Context: an optimization exercise on an open-source flow, tuned for small area and a short achievable clock period. The choices shown serve that exercise and are no tape-out recipe. Function was checked by simulation only, so behaviour that the tests miss may differ from the original. Power and IR drop assume default switching activity.

// rat_round
module rat_round #(parameter WIDTH=32) (
        input clk,
        input rst,
        input [WIDTH-1:0] in_num,
        input [WIDTH-1:0] in_den,
        output wire [WIDTH-1:0] out_num,
        output wire [WIDTH-1:0] out_den,
        output wire rdy
    );
    reg rdy_a, rdy_b, rdy_c;
    always @(posedge clk) begin
        if (rst) begin
            rdy_a <= 1'b0;
            rdy_b <= 1'b0;
            rdy_c <= 1'b0;
        end else begin
            rdy_a <= 1'b1;
            rdy_b <= rdy_a;
            rdy_c <= rdy_b;
        end
    end
    assign rdy = rdy_c;
    assign out_den = 1;
    wire        neg = in_den[31];
    wire [31:0] n0 = neg ? -in_num : in_num;
    wire [31:0] d0 = neg ? -in_den : in_den;
    wire [0:0] x31 = n0[31];
    wire r31_g0 = ~x31[0] & d0[0];
    wire r31_e0 = ~(x31[0] ^ d0[0]);
    wire q31 = ~r31_g0 & ~|d0[31:1];
    wire [0:0] p31;
    assign p31[0] = q31 ? (r31_e0 ~^ 1'b0) : x31[0];
    wire [31:31] qq31 = q31;
    wire [1:0] x30 = {p31, n0[30]};
    wire r30_g0 = ~x30[0] & d0[0];
    wire r30_e0 = ~(x30[0] ^ d0[0]);
    wire r30_g1 = ~x30[1] & d0[1];
    wire r30_e1 = ~(x30[1] ^ d0[1]);
    wire r30g_1 = r30_g1 | (r30_e1 & r30_g0);
    wire r30p_2 = r30_e1 & r30_e0;
    wire q30 = ~r30g_1 & ~|d0[31:2];
    wire [1:0] p30;
    assign p30[0] = q30 ? (r30_e0 ~^ 1'b0) : x30[0];
    assign p30[1] = q30 ? (r30_e1 ~^ r30_g0) : x30[1];
    wire [31:30] qq30 = {qq31, q30};
    wire [2:0] x29 = {p30, n0[29]};
    wire r29_g0 = ~x29[0] & d0[0];
    wire r29_e0 = ~(x29[0] ^ d0[0]);
    wire r29_g1 = ~x29[1] & d0[1];
  ...
==> flow/config.mk <==
export PLATFORM = sky130hd
export DESIGN_NAME = rat_round
export DESIGN_NICKNAME = rat_round
export VERILOG_FILES = /design/flow/design.v
export SDC_FILE = /design/flow/constraint.sdc
export NUM_CORES = 4
export LEC_CHECK = 0
export ABC_AREA = 1
export CAP_MARGIN = 20
export CORE_MARGIN = 2
export CORE_UTILIZATION = 60
export CTS_BUF_LIST = sky130_fd_sc_hd__clkbuf_4 sky130_fd_sc_hd__clkbuf_8
export GPL_ROUTABILITY_DRIVEN = 0
export PLACE_DENSITY = 0.85
export SLEW_MARGIN = 80
==> flow/constraint.sdc <==
create_clock -name core_clock -period 72.0 [get_ports {clk}]
set_input_delay 14.4000 -clock core_clock [delete_from_list [all_inputs] [get_ports {clk}]]
set_output_delay 14.4000 -clock core_clock [all_outputs]
set_load 0.01 [all_outputs]
standard.sh (not shown) runs the stock make flow with config.mk's settings and CLKGATE_MAP_FILE= SYNTH_SCRIPT=/design/flow/synth_recipe.tcl, a recipe that flattens the netlist after the stock synthesis.
==> flow/flow/run.sh <==
#!/bin/bash
# Own layout flow: the standard synthesis and layout (standard.sh), except
# that the input and output ports are buffered with buf_2 cells rather than the
# clkdlybuf4s50 delay buffer that buffer_ports picks by itself.
set -euo pipefail
cd "$(dirname "$(readlink -f "$0")")/.."
bash standard.sh synth > flow_synth.log 2>&1
bash standard.sh "BUFFER_PORTS_ARGS=-buffer_cell sky130_fd_sc_hd__buf_2" finish > flow_layout.log 2>&1
Then changed:
==> flow/run.sh (new file) <==
#!/bin/bash
# synth_recipe.tcl (not shown) runs the flow's synth.tcl, then flattens the netlist and writes it again
# the make line also repeats each setting of config.mk as NAME=value (left out here)
make -C /OpenROAD-flow-scripts/flow DESIGN_CONFIG=/design/flow/config.mk WORK_HOME=/design/flow/orfs CLKGATE_MAP_FILE= SYNTH_SCRIPT=/design/flow/synth_recipe.tcl finish
--- a/flow/config.mk
+++ b/flow/config.mk
@@ -10,6 +10,4 @@
 export CORE_MARGIN = 2
-export CORE_UTILIZATION = 60
-export CTS_BUF_LIST = sky130_fd_sc_hd__clkbuf_4 sky130_fd_sc_hd__clkbuf_8
-export GPL_ROUTABILITY_DRIVEN = 0
-export PLACE_DENSITY = 0.85
+export CORE_UTILIZATION = 55
+export PLACE_DENSITY = 0.8
 export SLEW_MARGIN = 80
removed: flow/flow/run.sh
removed: flow/standard.sh
Worst setup slack is worse by 0.82 ns; via count fell by 2.1%; clock-buffer cell count fell by 23; combinational power rose by about 2%; sequential share of layout area fell by 0.18 points; final area rose by 1.7%; cell count rose by 0.83%.

* * *

alpha:
rat_round, a different RTL version from the one above (not shown whole).
Size in the first run: roughly 5400 cells after synthesis, roughly 250 flip-flops, ~130 I/O pins, roughly 36000 µm² of cells after synthesis.
==> flow/config.mk <==
export PLATFORM = sky130hd
export DESIGN_NAME = rat_round
export DESIGN_NICKNAME = rat_round
export VERILOG_FILES = /design/flow/design.v
export SDC_FILE = /design/flow/constraint.sdc
export NUM_CORES = 4
export LEC_CHECK = 0
export ABC_AREA = 1
export CAP_MARGIN = 20
export CORE_MARGIN = 2
export CORE_UTILIZATION = 40
export SLEW_MARGIN = 80
==> flow/constraint.sdc <==
create_clock -name core_clock -period 72.0 [get_ports {clk}]
set_input_delay 14.4000 -clock core_clock [delete_from_list [all_inputs] [get_ports {clk}]]
set_output_delay 14.4000 -clock core_clock [all_outputs]
set_load 0.01 [all_outputs]
run.sh (not shown) runs the stock make flow with config.mk's settings and CLKGATE_MAP_FILE= SYNTH_SCRIPT=/design/flow/synth_recipe.tcl, a recipe that flattens the netlist after the stock synthesis.
Stock flow here: none of the scripts above is used.
alpha: no failed stages, no open violations at the end
Setup changes, alpha to beta
# alpha
export LEC_CHECK = 0
export ABC_AREA = 1
export CAP_MARGIN = 20
export CORE_MARGIN = 2
export CORE_UTILIZATION = 40
export SLEW_MARGIN = 80
create_clock -name core_clock -period 72.0 [get_ports {clk}]
# beta
export LEC_CHECK = 0
export ABC_AREA = 1
export CAP_MARGIN = 20
export CORE_MARGIN = 2
export CORE_UTILIZATION = 40
export SLEW_MARGIN = 20
create_clock -name core_clock -period 72.0 [get_ports {clk}]
--- outcome ---
Summary of beta over alpha: DRC violation count after routing about even, number of vias per cell about even, number of flops mapped to enable cells by yosys about even, layout buffering overhead excluding clock cells fell 1.5 points.
beta and alpha ended up with nearly the same switching power share of the total.
The lower combinational cell fraction of total power of beta and alpha is in beta.
Slowest stage cell on the critical path = sky130_fd_sc_hd__dfxtp_1: beta; slowest stage cell on the critical path = sky130_fd_sc_hd__fa_1: alpha
Total power is lower on beta
In the reports for beta and alpha, the larger worst setup skew after layout belongs to alpha.
In beta the final layout net count turned out about 1.3% lower than in alpha.

* * *

rev 12:
Another version of the RTL of rat_round (not shown whole).
Size in the first run: ~250 flip-flops, about 130 I/O pins.
## rat_round
module rat_round #(parameter WIDTH=32) (
        input clk,
        input rst,
        input [WIDTH-1:0] in_num,
        input [WIDTH-1:0] in_den,
        output wire [WIDTH-1:0] out_num,
        output wire [WIDTH-1:0] out_den,
        output wire rdy
    );
    reg rdy_a, rdy_b, rdy_c;
    always @(posedge clk) begin
        if (rst) begin
            rdy_a <= 1'b0;
            rdy_b <= 1'b0;
            rdy_c <= 1'b0;
        end else begin
            rdy_a <= 1'b1;
            rdy_b <= rdy_a;
            rdy_c <= rdy_b;
        end
    end
    assign rdy = rdy_c;
    assign out_den = 1;
    wire        neg = in_den[31];
    wire [31:0] n0 = neg ? -in_num : in_num;
    wire [31:0] d0 = neg ? -in_den : in_den;
    wire [0:0] x31 = n0[31];
    wire r31_g0 = ~x31[0] & d0[0];
    wire r31_e0 = ~(x31[0] ^ d0[0]);
    wire q31 = ~r31_g0 & ~|d0[31:1];
    wire [0:0] p31;
    assign p31[0] = q31 ? (r31_e0 ~^ 1'b0) : x31[0];
    wire [31:31] qq31 = q31;
    wire [1:0] x30 = {p31, n0[30]};
    wire r30_g0 = ~x30[0] & d0[0];
    wire r30_e0 = ~(x30[0] ^ d0[0]);
    wire r30_g1 = ~x30[1] & d0[1];
    wire r30_e1 = ~(x30[1] ^ d0[1]);
    wire r30g_1 = r30_g1 | (r30_e1 & r30_g0);
    wire r30p_2 = r30_e1 & r30_e0;
    wire q30 = ~r30g_1 & ~|d0[31:2];
    wire [1:0] p30;
    assign p30[0] = q30 ? (r30_e0 ~^ 1'b0) : x30[0];
  ...
export LEC_CHECK = 0
export ABC_AREA = 1
export CAP_MARGIN = 20
export CORE_MARGIN = 2
export CORE_UTILIZATION = 60
export CTS_BUF_LIST = sky130_fd_sc_hd__clkbuf_16
export CTS_CLUSTER_DIAMETER = 100
export CTS_CLUSTER_SIZE = 22
export GPL_ROUTABILITY_DRIVEN = 0
export PLACE_DENSITY = 0.85
export SLEW_MARGIN = 75
create_clock -name core_clock -period 72.0 [get_ports {clk}]
standard.sh (not shown) runs the stock make flow with config.mk's settings and CLKGATE_MAP_FILE= SYNTH_SCRIPT=/design/flow/synth_recipe.tcl, a recipe that flattens the netlist after the stock synthesis.
==> flow/flow/run.sh <==
#!/bin/bash
# Own layout flow: the standard synthesis and layout (standard.sh), except
# that the input and output ports are buffered with buf_2 cells rather than the
# clkdlybuf4s50 delay buffer that buffer_ports picks by itself.
set -euo pipefail
cd "$(dirname "$(readlink -f "$0")")/.."
bash standard.sh synth > flow_synth.log 2>&1
bash standard.sh "BUFFER_PORTS_ARGS=-buffer_cell sky130_fd_sc_hd__buf_2" finish > flow_layout.log 2>&1
Rev 12 ran to completion and came out clean on the timing, DRC and antenna checks.
Relative to rev 12, the following input files were edited for rev 13:
- CAP_MARGIN changed from 20 to 0
- SLEW_MARGIN changed from 75 to 70
## What came out
Rev 13: done, clean on timing, DRC and antenna. Rev 13 vs rev 12 — maximum frequency dropped slightly. Between rev 12 and rev 13, the routed length on met1 does not differ in any meaningful way. Count of clock-buffer cells in the layout across rev 13 and rev 12: no real change.

* * *

== east ==
Starting RTL as in the previous note.
Settings: LEC_CHECK=0, ABC_AREA=1, CAP_MARGIN=20, CORE_MARGIN=2, CORE_UTILIZATION=60, CTS_BUF_LIST=sky130_fd_sc_hd__clkbuf_16, CTS_CLUSTER_DIAMETER=100, CTS_CLUSTER_SIZE=22, GPL_ROUTABILITY_DRIVEN=0, PLACE_DENSITY=0.65, SLEW_MARGIN=70; clock period 72.0 ns.
Scripts as last shown in full above: flow/flow/run.sh
### east -> middle
- PLACE_DENSITY now 0.8, was 0.65
Comparing middle and east, the higher critical path depth was measured on middle.
middle -> east: sequential share of layout area flat
In middle the combinational power share turned out 0.2 points lower than in east.
A worst setup path category of flop to output pin is what east shows, while flop to flop belongs to middle.
Starting DRC count in detailed routing in middle vs east: up about 43%
Changes observed in middle relative to east: number of global-route vias before repair -0.55%; power in the clock group picked up an extra about 10%.
Critical path startpoint = a_d[0]$_DFF_P_: middle; critical path startpoint = c_n[2]$_DFF_P_: east

* * *

rat_round, a different RTL version from the one above (not shown whole).
Size in the first run: roughly 5600 cells after synthesis, ~250 flip-flops, about 0.037 mm^2 of cells after synthesis.
Settings: LEC_CHECK=0, ABC_AREA=1, CAP_MARGIN=20, CORE_MARGIN=2, CORE_UTILIZATION=60, CTS_BUF_LIST=sky130_fd_sc_hd__clkbuf_4 sky130_fd_sc_hd__clkbuf_8, GPL_ROUTABILITY_DRIVEN=0, PLACE_DENSITY=0.85, SLEW_MARGIN=80; clock period 72.0 ns.
Scripts as last shown in full above: flow/flow/run.sh
Change:
Settings changed: CTS_BUF_LIST sky130_fd_sc_hd__clkbuf_4 sky130_fd_sc_hd__clkbuf_8 to sky130_fd_sc_hd__clkbuf_8 sky130_fd_sc_hd__clkbuf_16, CTS_CLUSTER_DIAMETER set to 60, CTS_CLUSTER_SIZE set to 12.
=>
- The changed run produced a clean layout
- final cell count came out lower by 0.37%
- cell area barely changes
- worst setup slack gets worse by 91 ps
- via count came out lower by 0.41%
- global-route usage came out lower by 0.27 points
- clock-buffer cell count came out lower by 28
- synthesized cell count stays the same
- power came out lower by 0.37%
- flip-flop and latch count stays the same
- wire length came out lower by 0.45%
Change:
Settings changed: CTS_BUF_LIST sky130_fd_sc_hd__clkbuf_8 sky130_fd_sc_hd__clkbuf_16 to sky130_fd_sc_hd__clkbuf_16, CTS_CLUSTER_DIAMETER 60 to 80, CTS_CLUSTER_SIZE 12 to 16.
After rerunning:
- The changed run produced a clean layout
- setup slack gets better by 9.3 ps
- synthesized cell count stays the same
- power went down by 3.2%
- sequential power stays flat
- clock power went down by 28%
- die area stays the same
- non-clock buffer count is unchanged
- via count went down by 0.44%
- cell count barely changes
Change:
Settings changed: CTS_CLUSTER_DIAMETER 80 to 100, CTS_CLUSTER_SIZE 16 to 22.
After rerunning: Critical path depth does not change. Synthesized cell count does not change. Setup slack improved by 42 ps. Via count hardly moves. Combinational power barely changes. Power is lower by 0.65%.
Change:
Settings changed: PLACE_DENSITY 0.85 to 0.75, SLEW_MARGIN 80 to 70.
Effect: Sequential power is about the same. Die area stays the same. Cell count goes down by about 0.34%. Synthesized cell count is unchanged. Total power goes up by about 2.1%. Clock skew hardly moves. Core utilization goes down by 1.7 points. Setup slack got worse by 350 ps. Area after synthesis is unchanged. Fmax goes down by about 1.3%. Non-clock buffer count goes down by 22.
Change:
Settings changed: PLACE_DENSITY 0.75 to 0.85.
=> Die area is unchanged. Power shrinks by a few percent. Global-route usage drops by 2.3 points. Core utilization shrinks by 0.38 points. Via count barely changes. Fmax is about the same. Critical path depth went up by 2. Routed wire length decreases by a few percent. Synthesized cell count is unchanged. Clock skew goes down by 5.2 ps.

* * *

run A:
rat_round with an RTL version that a note above also has.
Size in the first run: ~5600 cells after synthesis, roughly 250 flip-flops, about 37000 um2 of cells after synthesis.
export LEC_CHECK = 0
export ABC_AREA = 1
export CAP_MARGIN = 20
export CORE_MARGIN = 2
export CORE_UTILIZATION = 60
export CTS_BUF_LIST = sky130_fd_sc_hd__clkbuf_16
export CTS_CLUSTER_DIAMETER = 100
export CTS_CLUSTER_SIZE = 22
export GPL_ROUTABILITY_DRIVEN = 0
export PLACE_DENSITY = 0.75
export SLEW_MARGIN = 65
create_clock -name core_clock -period 72.0 [get_ports {clk}]
Scripts as last shown in full above: flow/flow/run.sh
> inputs changed (run A -> run B)
diff --git a/flow/config.mk b/flow/config.mk
--- a/flow/config.mk
+++ b/flow/config.mk
@@ -15,3 +15,3 @@
 export GPL_ROUTABILITY_DRIVEN = 0
-export PLACE_DENSITY = 0.75
-export SLEW_MARGIN = 65
+export PLACE_DENSITY = 0.85
+export SLEW_MARGIN = 60
### Flow results
- There was hardly any difference in final design utilization between run A and run B.
- Delta (run B minus run A): wire length shows an increase of 1.5%, non-filler instance count after layout stayed essentially flat.
- The count of distinct cell types in the synthesized netlist of run A and that of run B are within noise of each other.
- Compared with run A, run B shows total design power higher by 0.019 mW.
- Run B ended up with a higher depth of the most critical reg-to-reg path than run A did.
For run C, these inputs were changed with respect to run B:
diff --git a/flow/config.mk b/flow/config.mk
--- a/flow/config.mk
+++ b/flow/config.mk
@@ -15,3 +15,3 @@
 export GPL_ROUTABILITY_DRIVEN = 0
-export PLACE_DENSITY = 0.85
-export SLEW_MARGIN = 60
+export PLACE_DENSITY = 0.75
+export SLEW_MARGIN = 70
### Flow results
Changes observed in run C relative to run B: met1 layer wirelength in the final routing decreased 1.7%, routed wire length fell by 1.1%, area added between synthesis and finish has increased, ratio of routed vias to standard cells now smaller. Looking only at placement-stage cell area, and setting everything else aside, the higher value of run C and run B goes to run C. Against run B, run C comes in about 1.9% lower on via count of the routed design. Run C vs. run B: required time of the critical path decreased by 14870 ps relative to the old numbers; power density relative to cell area decreased by about 1.3% relative to the old numbers; core utilization increased by 0.45 points relative to the old numbers. Re area of the die: no difference whatsoever between run B and run C.
The following lists how run D was set up differently from run C:
diff --git a/flow/config.mk b/flow/config.mk
--- a/flow/config.mk
+++ b/flow/config.mk
@@ -11,7 +11,5 @@
 export CORE_UTILIZATION = 60
-export CTS_BUF_LIST = sky130_fd_sc_hd__clkbuf_16
-export CTS_CLUSTER_DIAMETER = 100
-export CTS_CLUSTER_SIZE = 22
+export CTS_BUF_LIST = sky130_fd_sc_hd__clkbuf_4 sky130_fd_sc_hd__clkbuf_8
 export GPL_ROUTABILITY_DRIVEN = 0
-export PLACE_DENSITY = 0.75
-export SLEW_MARGIN = 70
+export PLACE_DENSITY = 0.85
+export SLEW_MARGIN = 80
==> run summary <==
Diff run C -> run D: non-filler instance count after layout shows an increase of 1.6%, length of the first detailed-routing pass in iterations shows an increase of 2, biggest fanout along the worst timing path shows a reduction of 18%. Side by side, combinational share of power turned out lower in run D than in run C. Run C reports its library cell contributing the largest single delay on the critical path as sky130_fd_sc_hd__dfxtp_1 while run D reports sky130_fd_sc_hd__clkdlybuf4s50_1.
Changes in run E relative to run D:
diff --git a/flow/config.mk b/flow/config.mk
--- a/flow/config.mk
+++ b/flow/config.mk
@@ -11,5 +11,7 @@
 export CORE_UTILIZATION = 60
-export CTS_BUF_LIST = sky130_fd_sc_hd__clkbuf_4 sky130_fd_sc_hd__clkbuf_8
+export CTS_BUF_LIST = sky130_fd_sc_hd__clkbuf_16
+export CTS_CLUSTER_DIAMETER = 100
+export CTS_CLUSTER_SIZE = 22
 export GPL_ROUTABILITY_DRIVEN = 0
 export PLACE_DENSITY = 0.85
-export SLEW_MARGIN = 80
+export SLEW_MARGIN = 70
Results
Cmp run D and run E / design internal power / higher: run D
Run E reports its launch point of the worst path as a_d[0] while run D reports c_d[29].
Run D vs run E, termination of the worst setup path: out_num[24] vs b_p[15]
Ratio of final minimum period to clock period down 1.2 points in run E wrt run D
Share of final layout cell area taken by clock buffers and inverters, run D and run E: larger value in run D
Changes observed in run E relative to run D: power fell by 0.10 mW, worst vdd rail ir drop rose by 14%, routed wire length fell by about 4.6%.

==> separate check: timing with driven ports <==
Ports are ideal in the flow. The routed layouts listed here were re-timed in OpenROAD.
Step 1 sets driving cells, clkbuf_16 on the clock port and buf_2 on the other inputs (assumed; they add their load-dependent delay and slew).
Step 2 times the ports against the registers' clock, not the clock port: input delays grow and output delays shrink by t, the midpoint of the rising clock arrivals with the driver on.
a / b / c = no drivers / after step 1 / after step 2; a / b = the first two.
| run | t (ns) | setup slack, ns | worst setup path after step 2 | slew at the worst register clock pin (ns) | worst data-port slew with drivers (ns) |
|---|---|---|---|---|---|
| the first run of note 1 | 0.695 | 45.462 / 45.405 / 44.927 | input to register | 0.08 / 0.08 | 0.07 |
| the second run of note 1 | 0.665 | 44.640 / 44.640 / 44.640 | register to register | 0.07 / 0.07 | 0.06 |
| alpha | 0.641 | 44.651 / 44.651 / 44.651 | register to register | 0.07 / 0.07 | 0.07 |
| beta | 0.637 | 41.336 / 41.336 / 41.336 | register to register | 0.07 / 0.07 | 0.07 |
| rev 12 | 0.585 | 46.390 / 46.390 / 46.390 | register to register | 0.10 / 0.10 | 0.06 |
| rev 13 | 0.585 | 46.308 / 46.308 / 46.308 | register to register | 0.10 / 0.10 | 0.07 |
| east | 0.603 | 45.801 / 45.737 / 45.885 | register to register | 0.10 / 0.10 | 0.21 |
| middle | 0.595 | 46.091 / 46.091 / 46.091 | register to register | 0.10 / 0.10 | 0.06 |
| the first run of note 5 | 0.665 | 46.307 / 46.338 / 45.672 | input to register | 0.09 / 0.09 | 0.09 |
| the second run of note 5 | 0.633 | 46.215 / 46.252 / 45.619 | input to register | 0.06 / 0.06 | 0.10 |
| the third run of note 5 | 0.583 | 46.225 / 46.262 / 45.679 | input to register | 0.08 / 0.08 | 0.10 |
| the fourth run of note 5 | 0.577 | 46.267 / 46.309 / 45.732 | input to register | 0.09 / 0.09 | 0.09 |
| the fifth run of note 5 | 0.622 | 45.919 / 45.852 / 45.819 | input to register | 0.10 / 0.10 | 0.05 |
| the sixth run of note 5 | 0.575 | 45.983 / 46.022 / 45.447 | input to register | 0.09 / 0.09 | 0.09 |
| run A | 0.581 | 45.482 / 45.420 / 45.729 | register to register | 0.10 / 0.10 | 0.08 |
| run B | 0.578 | 44.883 / 44.883 / 44.883 | register to register | 0.10 / 0.10 | 0.07 |
| run C | 0.580 | 45.903 / 45.840 / 46.420 | register to output | 0.09 / 0.09 | 0.07 |
| run D | 0.685 | 45.429 / 45.378 / 46.064 | register to output | 0.07 / 0.07 | 0.06 |
| run E | 0.585 | 46.308 / 46.308 / 46.308 | register to register | 0.10 / 0.10 | 0.07 |
After both steps setup and hold are still met in every run listed. For the first run of note 5, which loses most, drivers alone change the setup slack by +0.031 ns; drivers and shift together by -0.635 ns.
